What follows belongs to an exercise in optimizing a design on an open flow for small area; a production flow would make more cautious choices. At most, simulation tests tie the RTL to the original design; equivalence was not proved. Function not checked in run 1: the RTL went through the layout flow alone. Power and IR drop assume default switching activity.

--- flow/design.v ---
module pc_fa (input a, input b, input c, output s, output co);
    assign s  = a ^ b ^ c;
    assign co = (a & b) | (c & (a ^ b));
endmodule
module pc_ha (input a, input b, output s, output co);
    assign s  = a ^ b;
    assign co = a & b;
endmodule
module pc_pop7 (input [6:0] x, output [2:0] y);
    wire [1:0] a, b;
    wire c1;
    pc_fa f0 (.a(x[0]), .b(x[1]), .c(x[2]), .s(a[0]), .co(a[1]));
    pc_fa f1 (.a(x[3]), .b(x[4]), .c(x[5]), .s(b[0]), .co(b[1]));
    pc_fa f2 (.a(a[0]), .b(b[0]), .c(x[6]), .s(y[0]), .co(c1));
    pc_fa f3 (.a(a[1]), .b(b[1]), .c(c1),   .s(y[1]), .co(y[2]));
endmodule
module pc_pop15 (input [14:0] x, output [3:0] y);
    wire [2:0] a, b;
    wire [1:0] c;
    pc_pop7 p0 (.x(x[6:0]),  .y(a));
    pc_pop7 p1 (.x(x[13:7]), .y(b));
    pc_fa f0 (.a(a[0]), .b(b[0]), .c(x[14]), .s(y[0]), .co(c[0]));
    pc_fa f1 (.a(a[1]), .b(b[1]), .c(c[0]),  .s(y[1]), .co(c[1]));
    pc_fa f2 (.a(a[2]), .b(b[2]), .c(c[1]),  .s(y[2]), .co(y[3]));
endmodule
module pc_pop32 (input [31:0] x, output [4:0] y, output zlo, output zhi);
    wire [3:0] a, b;
    wire [2:0] c;
    pc_pop15 p0 (.x(x[14:0]),  .y(a));
    pc_pop15 p1 (.x(x[30:16]), .y(b));
    pc_fa f0 (.a(a[0]), .b(b[0]), .c(x[15]), .s(y[0]), .co(c[0]));
    pc_fa f1 (.a(a[1]), .b(b[1]), .c(c[0]),  .s(y[1]), .co(c[1]));
    pc_fa f2 (.a(a[2]), .b(b[2]), .c(c[1]),  .s(y[2]), .co(c[2]));
    pc_fa f3 (.a(a[3]), .b(b[3]), .c(c[2]),  .s(y[3]), .co(y[4]));
    assign zlo = ~(|a | x[15]);
    assign zhi = ~(|b | x[31]);
endmodule
module pc_acc #(parameter W = 12) (
    input [W-1:0] a, input [4:0] p, input ci, input g, output [W-1:0] s);
    wire [4:0]    pg = p & {5{g}};
    wire [W:0]    c;
    assign c[0] = ci & g;
    genvar k;
    generate
        for (k = 0; k < 5; k = k + 1) begin : g_fa
            pc_fa f (.a(a[k]), .b(pg[k]), .c(c[k]), .s(s[k]), .co(c[k+1]));
        end
        for (k = 5; k < W - 1; k = k + 1) begin : g_ha
            pc_ha h (.a(a[k]), .b(c[k]), .s(s[k]), .co(c[k+1]));
        end
    endgenerate
    assign s[W-1] = a[W-1] ^ c[W-1];
endmodule
module pc_gt #(parameter W = 12) (input [W-1:0] a, input [W-1:0] bn, output gt);
    wire [W:0] c;
    assign c[1] = a[0] & bn[0];
    genvar k;
    generate
        for (k = 1; k < W; k = k + 1) begin : g_c
            assign c[k+1] = (a[k] & bn[k]) | (c[k] & (a[k] | bn[k]));
        end
    endgenerate
    assign gt = c[W];
endmodule
module pc_lane_next (
    input  [11:0] acc,       
    input         z,         
    input  [4:0]  p,
    input         pc,
    input         acc_en,    
    input  [11:0] thr_n,     
    input         hi,        
    input         lo,        
    input  [3:0]  q,
    input         f,
    input         r,
    input         r_chk,     
    input         id_upd,    
    input         id_clr,    
    output [11:0] acc_d,
    output [3:0]  q_d,
    output        f_d,
    output        r_d
);
    wire [11:0] a = acc & {12{~z}};
    pc_acc #(.W(12)) u_acc (.a(a), .p(p), .ci(pc), .g(acc_en), .s(acc_d));
    wire over;
    pc_gt #(.W(12)) u_gt (.a(a), .bn(thr_n), .gt(over));
    wire [15:0] fbt  = 16'h02fd;       
    wire        fb   = fbt[q];
    wire        is15 = (q == 4'b1000);
    wire        done = f & q[0];
    wire        ok   = hi & lo;
    wire        hold = ~id_upd & ~(id_clr & ~done);
    assign q_d[3:1] = ({3{id_upd & ok}} & q[2:0]) | ({3{hold}} & q[3:1]);
    assign q_d[0]   = (id_upd & (f | (hi & (lo ? fb : ~is15)))) | (hold & q[0]);
    assign f_d      = (id_upd & (f | (ok & is15))) | (hold & f);
    assign r_d      = r_chk ? (r & ~over) : (id_upd ? done : r);
endmodule
module pattern_comparator #(
    parameter WIDTH = 32
)(
    input i_clk,
    input i_rst_n,
    input i_Type_comp,
    input [1:0] i_state,
    input i_enable_buffer,
    input enable_pattern_comparitor,
    input wire [WIDTH-1:0] i_local_gen_0, i_local_gen_1, i_local_gen_2, i_local_gen_3,
    input wire [WIDTH-1:0] i_local_gen_4, i_local_gen_5, i_local_gen_6, i_local_gen_7,
    input wire [WIDTH-1:0] i_local_gen_8, i_local_gen_9, i_local_gen_10, i_local_gen_11,
    input wire [WIDTH-1:0] i_local_gen_12, i_local_gen_13, i_local_gen_14, i_local_gen_15,
    input wire [WIDTH-1:0] i_Data_by_0, i_Data_by_1, i_Data_by_2, i_Data_by_3,
    input wire [WIDTH-1:0] i_Data_by_4, i_Data_by_5, i_Data_by_6, i_Data_by_7,
    input wire [WIDTH-1:0] i_Data_by_8, i_Data_by_9, i_Data_by_10, i_Data_by_11,
    input wire [WIDTH-1:0] i_Data_by_12, i_Data_by_13, i_Data_by_14, i_Data_by_15,
    input [11:0] i_Max_error_Threshold_per_lane,
    input [15:0] i_Max_error_Threshold_aggregate,
    output reg [15:0] o_per_lane_error,
    output wire o_error_done
);
    wire en = enable_pattern_comparitor;
    wire [31:0] x [0:15];
    assign x[0] = i_Data_by_0 ^ i_local_gen_0;
    assign x[1] = i_Data_by_1 ^ i_local_gen_1;
    assign x[2] = i_Data_by_2 ^ i_local_gen_2;
    assign x[3] = i_Data_by_3 ^ i_local_gen_3;
    assign x[4] = i_Data_by_4 ^ i_local_gen_4;
    assign x[5] = i_Data_by_5 ^ i_local_gen_5;
    assign x[6] = i_Data_by_6 ^ i_local_gen_6;
    assign x[7] = i_Data_by_7 ^ i_local_gen_7;
    assign x[8] = i_Data_by_8 ^ i_local_gen_8;
    assign x[9] = i_Data_by_9 ^ i_local_gen_9;
    assign x[10] = i_Data_by_10 ^ i_local_gen_10;
    assign x[11] = i_Data_by_11 ^ i_local_gen_11;
    assign x[12] = i_Data_by_12 ^ i_local_gen_12;
    assign x[13] = i_Data_by_13 ^ i_local_gen_13;
    assign x[14] = i_Data_by_14 ^ i_local_gen_14;
    assign x[15] = i_Data_by_15 ^ i_local_gen_15;
    wire [31:0] rest = x[1] | x[2] | x[3] | x[4] | x[5] | x[6] | x[7] | x[8] | x[9] | x[10] | x[11] | x[12] | x[13] | x[14] | x[15];
    wire [31:0] x0m = x[0] | (rest & {32{~i_Type_comp & ~i_state[0]}});
    wire acc_en  = en & i_Type_comp;
    wire acc_clr = (i_state == 2'b01);
    wire r_set   = en & (i_state == 2'b01);
    wire r_chk   = en & ~i_state[0] & i_Type_comp;
    wire id_upd  = en & (i_state == 2'b11) & i_enable_buffer;
    wire id_clr  = en & ~i_state[1];
    wire e_add   = en & ~i_state[0] & ~i_Type_comp;
    wire [11:0] thr_n = ~i_Max_error_Threshold_per_lane;
    reg acc_z, cnt_z;
    always @(posedge i_clk or negedge i_rst_n) begin
        if (!i_rst_n) begin
            acc_z <= 1'b1;
            cnt_z <= 1'b1;
        end else begin
            acc_z <= acc_clr;
            cnt_z <= r_set;
        end
    end
    reg  [11:0] acc [0:15];
    reg  [3:0]  idq [0:15];
    reg  [15:0] idf;
    reg  [15:0] r_q;
    wire [15:0] r = r_q | {16{cnt_z}};
    wire [11:0] acc_d [0:15];
    wire [3:0]  idq_d [0:15];
    wire [15:0] idf_d;
    wire [15:0] r_d;
    wire [4:0]  pcnt  [0:15];
    wire [15:0] zlo, zhi, hi, lo;
    assign hi = zhi;
    assign lo = zlo;
    genvar n;
    generate
        for (n = 0; n < 16; n = n + 1) begin : g_lane
            wire [31:0] xp = (n == 0) ? x0m : x[n];
            pc_pop32 u_pop (.x(xp), .y(pcnt[n]), .zlo(zlo[n]), .zhi(zhi[n]));
            pc_lane_next u_next (
                .acc(acc[n]), .z(acc_z), .p(pcnt[n]), .pc(xp[31]),
                .acc_en(acc_en), .thr_n(thr_n),
                .hi(hi[n]), .lo(lo[n]), .q(idq[n]), .f(idf[n]), .r(r[n]),
                .r_chk(r_chk), .id_upd(id_upd), .id_clr(id_clr),
                .acc_d(acc_d[n]), .q_d(idq_d[n]), .f_d(idf_d[n]), .r_d(r_d[n])
            );
            always @(posedge i_clk) begin
                acc[n] <= acc_d[n];
                r_q[n] <= r_d[n];
            end
            always @(posedge i_clk or negedge i_rst_n) begin
                if (!i_rst_n) begin
                    idq[n] <= 4'd0;
                    idf[n] <= 1'b0;
                end else begin
                    idq[n] <= idq_d[n];
                    idf[n] <= idf_d[n];
                end
            end
        end
    endgenerate
    reg  [15:0] err_q;
    wire [15:0] err_cnt = err_q & {16{~cnt_z}};
    wire [15:0] err_d;
    pc_acc #(.W(16)) u_eacc (.a(err_cnt), .p(pcnt[0]), .ci(x0m[31]), .g(e_add), .s(err_d));
    always @(posedge i_clk)
        err_q <= err_d;
    wire err_over;
    pc_gt #(.W(16)) u_egt (.a(err_cnt), .bn(~i_Max_error_Threshold_aggregate), .gt(err_over));
    assign o_error_done = ~(en & err_over);
    reg enbuf_q;
    always @(posedge i_clk or negedge i_rst_n) begin
        if (!i_rst_n)
            enbuf_q <= 1'b0;
        else
            enbuf_q <= i_enable_buffer;
    end
    always @(posedge i_clk or negedge i_rst_n) begin
        if (!i_rst_n)
            o_per_lane_error <= 16'd0;
        else if (~i_enable_buffer & enbuf_q & i_state[1])
            o_per_lane_error <= r;
    end
endmodule
--- flow/flow/run.sh ---
#!/bin/bash
# Own layout flow: the standard ORFS flow (standard.sh) with
#  - a synthesis script derived from synth_recipe.tcl: yosys synth without its
#    internal ABC pass (so extract_fa sees the full adders as written), full
#    adders extracted before half adders, and the final ABC mapping run with
#    each of flow/abc_*.script, keeping the smallest (flow/synth_procs.tcl);
#    registers are untouched;
#  - port buffers made from the smallest buffer cell;
#  - clock tree synthesis without dummy loads, with larger sink clusters;
#  - more antenna repair iterations after detailed routing.
set -uo pipefail
W=$(pwd)
export FLOW_FLOW_DIR=$W/flow
{
  echo "source $W/flow/synth_procs.tcl"
  sed '1s/.*/proc synth {args} { yosys synth -nofsm -noshare -noabc {*}$args }/' synth_recipe.tcl
} > my_synth.tcl
sed "s#SYNTH_SCRIPT=[^ ]*#SYNTH_SCRIPT=$W/my_synth.tcl#" standard.sh > my_standard.sh
export BUFFER_PORTS_ARGS="-buffer_cell sky130_fd_sc_hd__buf_1"
export CTS_ARGS="-sink_clustering_enable -repair_clock_nets -dont_use_dummy_load -sink_clustering_size 20 -sink_clustering_max_diameter 60 -buf_list {sky130_fd_sc_hd__clkbuf_16}"
export MAX_REPAIR_ANTENNAS_ITER_DRT=10
bash my_standard.sh finish > make_finish.log 2>&1
--- flow/flow/abc_1.script ---
strash
&get -n
&st
&syn2
&dch -f
&nf -R 1000 -a
&st
&syn2
&dch -f
&nf -R 1000 -a
&st
&dch -f
&nf -R 1000 -a
&put
topo
dnsize
--- flow/flow/abc_2.script ---
strash
&get -n
&st
&syn2
&dc2
&syn3
&dch -f
&nf -R 1000 -a
&st
&syn2
&dch -f
&nf -R 1000 -a
&st
&dch -f
&nf -R 1000 -a
&put
topo
dnsize
--- flow/flow/abc_3.script ---
strash
&get -n
&st
&syn2
&dch
&nf -R 1000 -a
&put
topo
dnsize
--- flow/flow/abc_4.script ---
strash
&get -n
&st
&dch
&nf -R 1000
&put
strash
&get -n
&st
&dch
&nf -R 1000
&put
topo
dnsize
--- flow/flow/synth_procs.tcl ---
# Overrides used by the flow's synthesis (sourced before synth_recipe.tcl's body).
# extract_fa: full adders first, then half adders from what is left.
proc extract_fa {args} {
  yosys extract_fa -fa {*}$args
  yosys opt_clean
  yosys extract_fa -ha {*}$args
  yosys opt_clean
}
# abc: map with each of the flow's area scripts and keep the smallest result.
proc abc {args} {
  set i [lsearch -exact $args -script]
  set libargs {}
  foreach lib $::env(LIB_FILES) { lappend libargs -liberty $lib }
  yosys design -save my_pre_abc
  set best -1
  foreach sc [lsort [glob $::env(FLOW_FLOW_DIR)/abc_*.script]] {
    yosys design -load my_pre_abc
    set a $args
    if {$i >= 0} { lset a [expr {$i + 1}] $sc }
    yosys abc {*}$a
    set txt [tee -q -s result.string stat {*}$libargs]
    if {![regexp {Chip area for module '[^']*': ([0-9.]+)} $txt -> area]} { set area 1e18 }
    puts "abc script [file tail $sc]: area $area"
    if {$best < 0 || $area < $best} {
      set best $area
      yosys design -save my_best_abc
    }
  }
  yosys design -load my_best_abc
  puts "abc: kept area $best"
}
--- flow/standard.sh ---
#!/bin/bash
# synth_recipe.tcl (not shown) runs the flow's synth.tcl, then flattens the netlist and writes it again
# the make line also repeats each setting of config.mk as NAME=value (left out here)
make -C /OpenROAD-flow-scripts/flow DESIGN_CONFIG=/design/flow/config.mk WORK_HOME=/design/flow/orfs CLKGATE_MAP_FILE= SYNTH_SCRIPT=/design/flow/synth_recipe.tcl "${@:-finish}"
--- flow/config.mk ---
export PLATFORM = sky130hd
export DESIGN_NAME = pattern_comparator
export DESIGN_NICKNAME = pattern_comparator
export VERILOG_FILES = /design/flow/design.v
export SDC_FILE = /design/flow/constraint.sdc
export NUM_CORES = 4
export LEC_CHECK = 0
export ABC_CLOCK_PERIOD_IN_PS = 18000
export CAP_MARGIN = 20
export CORE_AREA = 3 3 477 197
export DIE_AREA = 0 0 480 200
export SLEW_MARGIN = 20
--- flow/constraint.sdc ---
create_clock -name core_clock -period 18.0 [get_ports {i_clk}]
set_input_delay 3.6000 -clock core_clock [delete_from_list [all_inputs] [get_ports {i_clk}]]
set_output_delay 3.6000 -clock core_clock [all_outputs]
set_load 0.01 [all_outputs]
==> metrics.md, run 1 <==
| Metric | Value |
|---|---|
| CTS tree | `yes` |
| Worst skew pair latency | `around 0.56 ns` |
| Overall power | `approximately 5900 µW` |
| Hold Path Class | `reg2reg` |
| Design area | `37300 µm²` |
| Clock Path Buffers | `3` |
| Routed WL | `223 mm` |
| Global-route wire length before repair | `280 mm` |
| CTS Sinks | `~320` |
| Average wire per standard cell | `42.5 µm` |
| RSZ-0062 raised after global routing | `false` |
| Net Count, Synth | `about 4500` |
| Post-synthesis cell type count | `between 40 and 50` |
| Core box area | `~90000 µm²` |
| Row Count | `70` |
| Synth Instances | `~2800` |
| Syn_area_per_cell | `between 10 and 15 µm²` |
| #FFs+latches synth | `between 300 and 400` |
| Post-Syn Area | `30800 µm²` |
| Initial antenna violation count | `115` |
| Clk_skew | `roughly 0.036 ns` |
| Synth Warn # | `5` |
| Worst Path Required | `approximately 18 ns` |
| Status | `timing/DRC/antenna clean` |
| Hold Buf Count CTS | `0` |
| Clock-pin slew on the worst setup and hold paths | `~0.080 ns` |
| WHS Endpoint | `o_per_lane_error[6]` |
| Max Slew Vio Count | `0` |
| Hpwl dp | `around 200 mm` |
| Pwr Density | `roughly 160 nW/µm²` |
| Final ANT Viol Nets | `0` |
| Clock Tree Root | `clkbuf_16` |
| Mux cell area share after synthesis | `0` |
| Starting density of the core | `0.342` |
| Fill cells | `9078` |
| XOR/XNOR Fraction of Synth Area | `0.151` |
| Dpl cells | `just over 5000` |
| Crit path time final | `12.01 ns` |
| Vias per cell | `5.78` |
| Reg-to-reg endpoint | `acc[13][11]` |
| Worst R2R Path Depth | `15` |
| Die area | `roughly 96000 µm²` |
| Post-layout net count | `around 5600` |
| Post-synthesis adder-cell area fraction | `0.370` |
| Startpoint of the worst hold path | `o_per_lane_error[6]` |
| Top FF cell, synth | `dfxtp_1` |
| P_leak | `between 0.01 and 0.015 µW` |
| Residual DRC | `0` |
| Combinational Power Share | `0.758` |
| Num ports | `between 1000 and 1500` |
| Internal Power | `between 2000 and 3000 µW` |
| WHS Path Cells | `2` |
| Vias in the first global route | `~29000` |
| Element type at the critical path end | `flip-flop` |
| Switching power | `about 3100 µW` |
| Total GRT Usage | `0.452` |
| Transition time of the tightest slew-check pin | `about 1.3 ns` |
| Number of iterations in the first detailed-routing pass | `6` |
| Worst reg2reg startpoint | `acc_z` |
| Die W | `~480 µm` |
| Largest net degree at the start of global routing | `84` |
| Maximum VDD drop | `between 0.1 and 0.15 mV` |
| Post-synth EDFFs | `0` |
| Crit path kind | `in2reg` |
| Routed via count | `slightly above 30000` |
| FF-to-FF setup slack | `11.75 ns` |
| DR iter-0 viols | `~4100` |
| Clk pwr share | `0.079` |
| # Post-CTS Setup Buffers | `0` |
| Largest family of logic cells by synthesized area | `adder cells` |
| Global route overflow | `0` |
| Crit-path max FO | `2` |
| Sequential share of the synthesized area | `0.226` |
| Most frequent cells in the layout | `buf_1, fa_1, xor2_1, dfxtp_1, nor2_1` |
| PostCTS Resize Cnt | `0` |
| Seq pwr share | `0.163` |
| Area Overhead vs Synth | `21.3%` |
| CP startpoint kind | `primary input` |
| DP Area | `between 30000 and 40000 µm²` |
| Max-cap viol count | `0` |
| Final hold violation count | `0` |
| Layout cells sized above 1 | `0.0150` |
| Sw Ratio | `0.531` |
| Final Non-Filler Cells | `around 5300` |
| Async set or reset register ratio after synthesis | `0.307` |
| Max_slew headroom | `0.138` |
| Post-Synth Simple-Gate Area | `0.142` |
| WP data arrival | `roughly 12 ns` |
| H-tree levels | `1` |
| Setup TNS | `0 ns` |
| GP Congestion | `between 1 and 1.5` |
| CTS Buf Count | `20` |
| Synth Area in Compound Gates | `0.0991` |
| Fin crit share | `0.667` |
| Most common cell after layout, fill and taps aside | `buf_1` |
| Highest Clock Rate | `83.3 MHz` |
| Die Span Y | `around 200 µm` |
| Count of final setup violators | `0` |
| Port Buffer Count | `between 1000 and 1500` |
[sequential cells by signal (all words and copies together), names as in the netlist]
signal,count
acc,192
idq,64
err_q,16
idf,16
o_per_lane_error,16
r_q,16
acc_z,1
cnt_z,1
enbuf_q,1
[synthesized netlist by cell type, types with 8 or more instances]
cell type,number,area (µm²)
a21oi_1,81,405
a221oi_1,22,193
a221o_1,10,100
xor2_1,464,4060
a22o_1,56,490
and3_1,115,719
o32a_1,15,150
dfxtp_1,224,4480
nor2_1,216,811
clkinv_1,97,364
o22ai_1,33,206
nor3b_1,16,120
a211oi_1,8,60.1
o221ai_1,33,289
nand2_1,88,330
nand3_1,16,80.1
nor3_1,28,140
o32ai_1,8,70.1
a222oi_1,8,80.1
or4_1,31,233
fa_1,501,10000
a22oi_1,24,180
a31oi_1,12,75.1
nor4_1,112,701
nor2b_1,111,694
o21ai_0,90,450
ha_1,106,1330
xnor2_1,65,569
nand2b_1,60,375
and2_0,16,100
dfrtp_1,97,2430
[layout make-up]
type                    instances  area, µm²  area share
multi-input cells            2391      23500       0.629
flip-flops and latches        323       6970       0.187
repair buffers               1102       4240       0.114
well taps                    1224       1530      0.0410
clock buffers                  20        500      0.0134
inverters                      97        364     0.00975
diodes                         99        248     0.00664
[worst max-delay path: stages]
cell and delay (ns):
buf_1 0.42, xor2_1 0.24, or4_1 0.51, nor4_1 0.57, and3_1 0.25, o21ai_0 0.12
fa_1 0.61, fa_1 0.46, fa_1 0.45, fa_1 0.47, fa_1 0.56, fa_1 0.54
and3_1 0.21, fa_1 0.41, fa_1 0.55, fa_1 0.48, ha_1 0.21, ha_1 0.18
ha_1 0.18, ha_1 0.18, ha_1 0.18, ha_1 0.18, ha_1 0.18, ha_1 0.18
ha_1 0.18, ha_1 0.19, xnor2_1 0.13
[worst max path at each step]
stage / to / slack, ns / start
after floorplan: err_q[15] / 7.08 / i_Data_by_13[10]
after global placement: err_q[15] / 5.48 / i_local_gen_5[3]
after detailed placement: err_q[15] / 5.43 / i_Type_comp
after CTS: err_q[15] / 6.01 / i_Type_comp
after global routing: err_q[15] / 5.90 / i_local_gen_5[26]
final: err_q[15] / 5.99 / i_local_gen_2[7]
[power by group through the flow]
stage / logic, µW / registers (µW) / clock network, µW
floorplan: 2410 / 951 / 0
detailed placement: 4240 / 967 / 0
global placement: 4090 / 963 / 0
global route: 4760 / 968 / 489
finish: 4460 / 956 / 464
CTS: 4250 / 952 / 463
[through the flow]
stage	util	setup WS [ns]	hold slack (ns)
final	0.414	5.99	0.490
after global routing	0.413	5.90	0.519
after CTS	0.411	6.01	0.495
after detailed placement	0.406	5.43	0.475
after global placement	0.406	5.48	0.465
after floorplan	-	7.08	0.480
[cells by family after synthesis]
family | count (synthesis)
simple gates | 819
flops | 323
fa+ha+maj | 611
compound gates | 432
buf+inv | 97
xor+xnor | 529
[routing by layer]
metal	global-route usage	vias up	wire length [µm]
met2	0.560	2106	81200
met4	0.107	82	6380
li1	-	12200	-
met1	0.597	15600	93700
met3	0.344	374	41300
met5	0.0702	-	768
==> run 2: changes to the inputs <==
--- a/flow/design.v
+++ b/flow/design.v
@@ -76,6 +76,9 @@
     input         r,
     input         r_chk,     
     input         id_upd,    
+    input         upd_v,     
+    input         upd_z,     
+    input         keep_v,    
     input         id_clr,    
     output [11:0] acc_d,
     output [3:0]  q_d,
@@ -91,11 +94,11 @@
     wire        is15 = (q == 4'b1000);
     wire        done = f & q[0];
     wire        ok   = hi & lo;
-    wire        hold = ~id_upd & ~(id_clr & ~done);
-    assign q_d[3:1] = ({3{id_upd & ok}} & q[2:0]) | ({3{hold}} & q[3:1]);
-    assign q_d[0]   = (id_upd & (f | (hi & (lo ? fb : ~is15)))) | (hold & q[0]);
-    assign f_d      = (id_upd & (f | (ok & is15))) | (hold & f);
-    assign r_d      = r_chk ? (r & ~over) : (id_upd ? done : r);
+    wire        hold = keep_v & ~(id_clr & ~done);
+    assign q_d[3:1] = ({3{upd_v & ok}} & q[2:0]) | ({3{hold}} & q[3:1]);
+    assign q_d[0]   = (upd_v & (f | (hi & (lo ? fb : ~is15)))) | (upd_z & hi) | (hold & q[0]);
+    assign f_d      = (upd_v & (f | (ok & is15))) | (hold & f);
+    assign r_d      = r_chk ? (r & ~over) : ((upd_v & done) | (~id_upd & r));
 endmodule
 module pattern_comparator #(
     parameter WIDTH = 32
@@ -147,16 +150,21 @@
     wire id_clr  = en & ~i_state[1];
     wire e_add   = en & ~i_state[0] & ~i_Type_comp;
     wire [11:0] thr_n = ~i_Max_error_Threshold_per_lane;
-    reg acc_z, cnt_z;
+    reg acc_z, cnt_z, rst_z;
     always @(posedge i_clk or negedge i_rst_n) begin
         if (!i_rst_n) begin
             acc_z <= 1'b1;
             cnt_z <= 1'b1;
+            rst_z <= 1'b1;
         end else begin
             acc_z <= acc_clr;
             cnt_z <= r_set;
+            rst_z <= 1'b0;
         end
     end
+    wire upd_v  = id_upd & ~rst_z;
+    wire upd_z  = id_upd & rst_z;
+    wire keep_v = ~id_upd & ~rst_z;
     reg  [11:0] acc [0:15];
     reg  [3:0]  idq [0:15];
     reg  [15:0] idf;
@@ -179,21 +187,15 @@
                 .acc(acc[n]), .z(acc_z), .p(pcnt[n]), .pc(xp[31]),
                 .acc_en(acc_en), .thr_n(thr_n),
                 .hi(hi[n]), .lo(lo[n]), .q(idq[n]), .f(idf[n]), .r(r[n]),
-                .r_chk(r_chk), .id_upd(id_upd), .id_clr(id_clr),
+                .r_chk(r_chk), .id_upd(id_upd), .upd_v(upd_v), .upd_z(upd_z), .keep_v(keep_v),
+                .id_clr(id_clr),
                 .acc_d(acc_d[n]), .q_d(idq_d[n]), .f_d(idf_d[n]), .r_d(r_d[n])
             );
             always @(posedge i_clk) begin
                 acc[n] <= acc_d[n];
                 r_q[n] <= r_d[n];
-            end
-            always @(posedge i_clk or negedge i_rst_n) begin
-                if (!i_rst_n) begin
-                    idq[n] <= 4'd0;
-                    idf[n] <= 1'b0;
-                end else begin
-                    idq[n] <= idq_d[n];
-                    idf[n] <= idf_d[n];
-                end
+                idq[n] <= idq_d[n];
+                idf[n] <= idf_d[n];
             end
         end
     endgenerate
@@ -207,16 +209,12 @@
     pc_gt #(.W(16)) u_egt (.a(err_cnt), .bn(~i_Max_error_Threshold_aggregate), .gt(err_over));
     assign o_error_done = ~(en & err_over);
     reg enbuf_q;
-    always @(posedge i_clk or negedge i_rst_n) begin
-        if (!i_rst_n)
-            enbuf_q <= 1'b0;
-        else
-            enbuf_q <= i_enable_buffer;
-    end
+    always @(posedge i_clk)
+        enbuf_q <= i_enable_buffer;
     always @(posedge i_clk or negedge i_rst_n) begin
         if (!i_rst_n)
             o_per_lane_error <= 16'd0;
-        else if (~i_enable_buffer & enbuf_q & i_state[1])
+        else if (~i_enable_buffer & enbuf_q & ~rst_z & i_state[1])
             o_per_lane_error <= r;
     end
 endmodule
==> metrics.md, run 2 <==
| Metric | Value |
|---|---|
| Status | `timing/DRC/antenna clean` |
| Fin crit share | `0.691` |
| Clock Tree Root | `clkbuf_16` |
| Final hold violation count | `0` |
| Dominant cells by area after synthesis | `fa_1, dfxtp_1, xor2_1` |
| Element type at the critical path end | `flip-flop` |
| H-tree levels | `1` |
| CP dominant cell by count | `ha_1` |
| Global-route wire length before repair | `approximately 310 mm` |
| Synth Warn # | `5` |
| P_leak | `~0.014 µW` |
| Layout cells sized above 1 | `0.0174` |
| Number of flip-flops in the largest register | `approximately 190` |
| Count of final setup violators | `0` |
| Slowest Stage Delay on Critical Path | `0.86 ns` |
| Crit path time final | `approximately 12 ns` |
| Hold Path Class | `reg2reg` |
| RSZ-0062 raised after global routing | `false` |
| Transition time of the tightest slew-check pin | `approximately 1.3 ns` |
| Post-synthesis cell type count | `42` |
| Clock-pin slew on the worst setup and hold paths | `around 0.08 ns` |
| Max_slew headroom | `0.115` |
| Fill cells | `between 8000 and 9000` |
| Highest Clock Rate | `80.3 MHz` |
| Global route overflow | `0` |
| Most frequent cells in the layout | `buf_1, fa_1, xor2_1, dfxtp_1, nor2_1` |
| Synth Instances | `between 2000 and 3000` |
| Die W | `approximately 480 µm` |
| Clock Path Buffers | `3` |
| #FFs+latches synth | `about 320` |
| Sequential Area | `between 6000 and 7000 µm²` |
| Setup TNS | `0 ns` |
| Internal Power | `~2900 µW` |
| CTS Buf Count | `23` |
| Final Non-Filler Cells | `about 5300` |
| Max-cap viol count | `0` |
| Switching power | `~3600 µW` |
| Cell type with the largest total area after synthesis | `fa_1` |
| Post-synth top area share | `0.331` |
| Post-synth top cells | `fa_1, xor2_1, dfxtp_1` |
| CTS Sinks | `between 300 and 400` |
| # Post-CTS Setup Buffers | `0` |
| Seq pwr share | `0.142` |
| DR iter-0 viols | `around 5600` |
| Routed WL | `approximately 250 mm` |
| Final ANT Viol Nets | `0` |
| WP data arrival | `roughly 13 ns` |
| Post-Syn Area | `around 30000 µm²` |
| Vias in the first global route | `a little over 30000` |
| Dpl cells | `slightly above 5000` |
| Worst skew pair latency | `roughly 0.58 ns` |
| Combinational Power Share | `0.783` |
| Net Count, Synth | `approximately 4500` |
| Post-layout net count | `~5600` |
| Residual DRC | `0` |
| Async set or reset register ratio after synthesis | `0.0586` |
| Multi-input gate area | `around 23000 µm²` |
| Total GRT Usage | `0.511` |
| Core box area | `90100 µm²` |
| Hold Buf Count CTS | `0` |
| Syn_area_per_cell | `10.7 µm²` |
| Area Overhead vs Synth | `21.9%` |
| Maximum VDD drop | `roughly 0.16 mV` |
| Row Count | `70` |
| PostCTS Resize Cnt | `0` |
| Most common cell after layout, fill and taps aside | `buf_1` |
| Pwr Density | `176 nW/µm²` |
| Sequential share of the synthesized area | `0.217` |
| Average wire per standard cell | `between 40 and 50 µm` |
| Die Span Y | `200 µm` |
| Vias per cell | `between 6 and 7` |
| Largest net degree at the start of global routing | `84` |
| GP Congestion | `between 1 and 1.5` |
| CP max-delay cell | `fa_1` |
| Clk_skew | `0.0567 ns` |
| Post-synth EDFFs | `0` |
| Starting density of the core | `0.336` |
| Sw Ratio | `0.559` |
| Die area | `96000 µm²` |
| Crit-path max FO | `2` |
| Routed via count | `between 30000 and 40000` |
| Hpwl dp | `around 230 mm` |
| Most flop-heavy register | `acc` |
| Num ports | `1076` |
| Count leader, synth | `fa_1` |
| Largest regs | `acc: 192 flops, idq: 64 flops` |
| Clk pwr share | `0.075` |
| Top FF cell, synth | `dfxtp_1` |
| CP startpoint kind | `primary input` |
| Worst Path Required | `around 18 ns` |
| Number of iterations in the first detailed-routing pass | `7` |
| Initial antenna violation count | `about 100` |
| Port Buffer Count | `roughly 1100` |
| CTS tree | `yes` |
| Max Slew Vio Count | `0` |
| Crit path kind | `in2reg` |
==> run 2: cell count changes after synthesis, sizes merged, moves of 8 or more <==
cell and change:
nor2 -40, o32a -15, dfrtp -81, nand2 +63, o22a +16, o32ai -8, dfxtp +81, nand2b -48
nor3 +43, o22ai +48, clkinv +11, nor3b -15, o21ai -34, a21oi +11
==> run 2: metal layers <==
metal | global-route usage | part of all wire | vias up
met5 | 0.208 | 0.011 | -
met4 | 0.0846 | 0.023 | 56
met3 | 0.396 | 0.20 | 479
met2 | 0.617 | 0.35 | 3474
met1 | 0.683 | 0.41 | 16900
li1 | - | - | 12300
==> run 2: path summary, 6_finish.rpt <==
path                                        start                    to  slack, ns  cells past startpoint
min in group asynchronous                 i_rst_n  o_per_lane_error[14]       2.99                      2
worst max register to register              acc_z           acc[14][11]      11.52                     15
worst min register to register             idf[5]                idf[5]       0.51                      2
worst min-delay path                       idf[5]                idf[5]       0.51                      2
worst max-delay path            i_local_gen_4[27]             err_q[15]       5.55                     27
max in group asynchronous                 i_rst_n                 cnt_z      14.66                      2
==> run 2: logic make-up after synthesis <==
kind of cell | Yosys count | synth area share
AND/OR/NAND/NOR | 810 | 0.138
flip-flops | 324 | 0.217
other | 1 | 0.000124
buffers and inverters | 108 | 0.0134
adder cells (fa/ha/maj) | 612 | 0.376
XOR/XNOR | 529 | 0.153
AO/OA/AOI/OAI | 443 | 0.102
==> run 2: final cells by class <==
cell class / instances / share of cell area
Antenna cell: 81 / 0.00549
Tap cell: 1224 / 0.0415
Multi-Input combinational cell: 2395 / 0.633
Timing Repair Buffer: 1106 / 0.116
Inverter: 108 / 0.0110
Sequential cell: 324 / 0.178
Clock buffer: 23 / 0.0156
==> run 2: worst max-delay path: cells and delay by family <==
family,cells,cell delay [ns]
XOR/XNOR,2,0.35
AO/OA/AOI/OAI,1,0.12
adder cells (fa/ha/maj),19,6.42
buffers and inverters,1,0.54
AND/OR/NAND/NOR,4,1.82
==> run 2: power groups by stage <==
| stage | sequential (µW) | combinational [µW] | clock (µW) |
|---|---|---|---|
| after floorplan | 934 | 2420 | 0 |
| after global routing | 939 | 5230 | 503 |
| after global placement | 935 | 4410 | 0 |
| final | 928 | 5100 | 487 |
| after CTS | 926 | 4630 | 478 |
| after detailed placement | 940 | 4640 | 0 |
==> run 2: metrics by stage <==
stage | total power (µW) | hold WS [ns] | util | setup WS [ns] | area (µm²)
4_1_cts | 6030 | 0.507 | 0.408 | 5.89 | 36700
3_3_place_gp | 5340 | 0.471 | 0.401 | 5.36 | 36100
5_1_grt | 6670 | 0.528 | 0.408 | 5.63 | 36800
2_1_floorplan | 3350 | 0.459 | - | 7.08 | 30300
6_report | 6520 | 0.510 | 0.410 | 5.55 | 36900
3_5_place_dp | 5580 | 0.486 | 0.401 | 5.32 | 36200
==> run 3: changes to the inputs <==
--- a/flow/flow/run.sh
+++ b/flow/flow/run.sh
@@ -6,7 +6,7 @@
 #    each of flow/abc_*.script, keeping the smallest (flow/synth_procs.tcl);
 #    registers are untouched;
 #  - port buffers made from the smallest buffer cell;
-#  - clock tree synthesis without dummy loads, with larger sink clusters;
+#  - clock tree synthesis without dummy loads, from clkbuf_8 sink clusters;
 #  - more antenna repair iterations after detailed routing.
 set -uo pipefail
 W=$(pwd)
@@ -17,6 +17,6 @@
 } > my_synth.tcl
 sed "s#SYNTH_SCRIPT=[^ ]*#SYNTH_SCRIPT=$W/my_synth.tcl#" standard.sh > my_standard.sh
 export BUFFER_PORTS_ARGS="-buffer_cell sky130_fd_sc_hd__buf_1"
-export CTS_ARGS="-sink_clustering_enable -repair_clock_nets -dont_use_dummy_load -sink_clustering_size 20 -sink_clustering_max_diameter 60 -buf_list {sky130_fd_sc_hd__clkbuf_16}"
+export CTS_ARGS="-sink_clustering_enable -repair_clock_nets -dont_use_dummy_load -sink_clustering_size 16 -sink_clustering_max_diameter 40 -buf_list {sky130_fd_sc_hd__clkbuf_8}"
 export MAX_REPAIR_ANTENNAS_ITER_DRT=10
 bash my_standard.sh finish > make_finish.log 2>&1
==> flow/flow/abc_5.script (new file) <==
strash
&get -n
&st
&syn2
&dch -f
&nf -R 1000 -a -p
&st
&syn2
&dch -f
&nf -R 1000 -a -p
&put
topo
dnsize
==> metrics.md, run 3 <==
| Metric | Value |
|---|---|
| Fill cells | `8790` |
| Status | `timing/DRC/antenna clean` |
| CP dominant cell by count | `ha_1` |
| Crit-path max FO | `2` |
| Worst Path Required | `18.48 ns` |
| Global-route wire length before repair | `slightly above 300 mm` |
| Max Slew Vio Count | `0` |
| Final hold violation count | `0` |
| Clock-pin slew on the worst setup and hold paths | `0.10 ns` |
| Element type at the critical path end | `flip-flop` |
| Clk_skew | `just over 0.09 ns` |
| Initial antenna violation count | `103` |
| CP max-delay cell | `fa_1` |
| Routed via count | `32800` |
| Fin crit share | `0.696` |
| Most flop-heavy register | `acc` |
| Setup TNS | `0 ns` |
| Post-Syn Area | `roughly 30000 µm²` |
| Layout cells sized above 1 | `0.0209` |
| Fin util | `0.409` |
| Dominant cells by area after synthesis | `fa_1, dfxtp_1, xor2_1` |
| FF-to-FF setup slack | `around 12 ns` |
| CTS Buf Count | `35` |
| Max-cap viol count | `0` |
| #FFs+latches synth | `between 300 and 400` |
| Synth Instances | `between 2000 and 3000` |
| PostCTS Resize Cnt | `0` |
| Sequential share of the synthesized area | `0.217` |
| H-tree levels | `2` |
| GP Congestion | `around 1.2` |
| Largest net degree at the start of global routing | `84` |
| Most frequent cells in the layout | `buf_1, fa_1, xor2_1, dfxtp_1, nor2_1` |
| Residual DRC | `0` |
| Post-synth top area share | `0.331` |
| Die area | `96000 µm²` |
| Hold Buf Count CTS | `0` |
| Clock Path Buffers | `3` |
| Top FF cell, synth | `dfxtp_1` |
| Synth Warn # | `5` |
| DP Worst Slack | `5.32 ns` |
| Final ANT Viol Nets | `0` |
| Post-synthesis cell type count | `42` |
| Crit path time final | `between 10 and 15 ns` |
| Hpwl dp | `about 230 mm` |
| Multi-input gate area | `about 23000 µm²` |
| P_leak | `around 0.014 µW` |
| Most common cell after layout, fill and taps aside | `buf_1` |
| Number of flip-flops in the largest register | `around 190` |
| Core box area | `~90000 µm²` |
| Largest regs | `acc: 192 flops, idq: 64 flops` |
| Average wire per standard cell | `a little under 50 µm` |
| Maximum VDD drop | `about 0.16 mV` |
| Number of iterations in the first detailed-routing pass | `7` |
| Cell type with the largest total area after synthesis | `fa_1` |
| Vias in the first global route | `30300` |
| Die Span Y | `around 200 µm` |
| RSZ-0062 raised after global routing | `false` |
| # Post-CTS Setup Buffers | `0` |
| Syn_area_per_cell | `approximately 11 µm²` |
| DP Area | `36200 µm²` |
| Net Count, Synth | `about 4500` |
| Hold Path Class | `reg2reg` |
| Async set or reset register ratio after synthesis | `0.0586` |
| Clock Tree Root | `clkbuf_8` |
| Slowest Stage Delay on Critical Path | `around 0.85 ns` |
| Crit path kind | `in2reg` |
| Max_slew headroom | `0.0933` |
| Delay-heaviest family, CP | `adder cells` |
| Starting density of the core | `0.336` |
| Row Count | `70` |
| Worst skew pair latency | `0.61 ns` |
| Total GRT Usage | `0.511` |
| Final setup margin | `5.47 ns` |
| Design area | `approximately 37000 µm²` |
| CTS Sinks | `approximately 320` |
| WP data arrival | `~13 ns` |
| Routed WL | `~250 mm` |
| Global route overflow | `0` |
| Post-layout net count | `about 5600` |
| DR iter-0 viols | `5550` |
| Worst path bufs/invs | `1` |
| Die W | `about 480 µm` |
| Worst hold slack | `between 0.5 and 0.6 ns` |
| Count of final setup violators | `0` |
| Post-synth top cells | `fa_1, xor2_1, dfxtp_1` |
| Num ports | `1076` |
| Sequential Area | `6590 µm²` |
| Pwr Density | `between 150 and 200 nW/µm²` |
| Area Overhead vs Synth | `21.5%` |
| Port Buffer Count | `approximately 1100` |
| Highest Clock Rate | `roughly 80 MHz` |
| CP startpoint kind | `primary input` |
| Transition time of the tightest slew-check pin | `approximately 1.4 ns` |
| Vias per cell | `6.24` |
| Post-synth EDFFs | `0` |
| CTS tree | `yes` |
| Count leader, synth | `fa_1` |
[run 3: cell count changes in the layout (fill, tap and decap cells not counted)]
cell / change
clkbuf_16: -23
clkbuf_8: +35
nor4_2: +1
xor2_2: +1
nor4_1: -1
diode_2: -11
xor2_1: -1
[run 3: area by class of cell]
| cell class | count | share of cell area |
|---|---|---|
| multi-input cells | 2395 | 0.635 |
| inverters | 108 | 0.0110 |
| diodes | 70 | 0.00476 |
| clock buffers | 35 | 0.0131 |
| flip-flops and latches | 324 | 0.179 |
| repair buffers | 1106 | 0.116 |
| well taps | 1224 | 0.0416 |
[run 3: report_power, final]
group | switching [µW] | internal [µW] | leakage, µW
combinational | 3310 | 1760 | 0.0113
clock | 260 | 174 | 0.000252
sequential | 48.7 | 879 | 0.00270
total | 3610 | 2810 | 0.0142
[run 3: kinds of logic after synthesis]
| family | Yosys count | synth area share |
|---|---|---|
| adder cells (fa/ha/maj) | 612 | 0.376 |
| flip-flops | 324 | 0.217 |
| XOR/XNOR | 529 | 0.153 |
| buffers and inverters | 108 | 0.0134 |
| other | 1 | 0.000124 |
| AND/OR/NAND/NOR | 810 | 0.138 |
| AO/OA/AOI/OAI | 443 | 0.102 |
[run 3: final timing paths]
| check | from | depth (start not counted) | end |
|---|---|---|---|
| min in group asynchronous | i_rst_n | 2 | o_per_lane_error[14] |
| setup reg to reg | acc_z | 15 | acc[15][11] |
| hold / removal | idq[10][2] | 1 | idq[10][3] |
| setup / recovery | i_local_gen_4[19] | 27 | err_q[15] |
| max in group asynchronous | i_rst_n | 2 | acc_z |
| hold reg to reg | idq[10][2] | 1 | idq[10][3] |
[run 3: layer usage]
layer  track usage  wire length (µm)  vias to the layer above
li1              -                 -                    12300
met1         0.679            106000                    16700
met2         0.610             88900                     3260
met3         0.403             50400                      497
met4        0.0988              5920                       60
met5         0.199              2680                        -
[run 3: through the flow]
stage               instances  power (µW)
global placement         5157        5340
detailed placement       5157        5580
CTS                      5192        5980
global route             5234        6610
floorplan                2827        3350
finish                   5262        6430

re-timing with driven ports:
No port has a modelled driver above. Below, the same layouts with a new extraction and two added sets of constraints. Step 1 assumes that a clkbuf_16 drives the clock port and a buf_2 every other input. Step 2 adds t to the input delays and takes it off the output delays; t is the mean of the earliest and latest rising clock arrival at the registers after step 1. Input paths then give back, and output paths get back, about the clock's delay inside the block. a / b / c = no drivers / after step 1 / after step 2; a / b = the first two.
| run | t, ns | setup slack, ns | worst register clock-pin slew, ns |
|---|---|---|---|
| run 1 | 0.599 | 5.993 / 6.004 / 5.405 | 0.10 / 0.10 |
| run 2 | 0.598 | 5.554 / 5.546 / 4.948 | 0.09 / 0.09 |
| run 3 | 0.603 | 5.465 / 5.466 / 4.863 | 0.11 / 0.11 |
After both steps setup and hold are still met in every run listed. For run 2, which loses most, drivers alone change the setup slack by -0.008 ns; drivers and shift together by -0.606 ns.
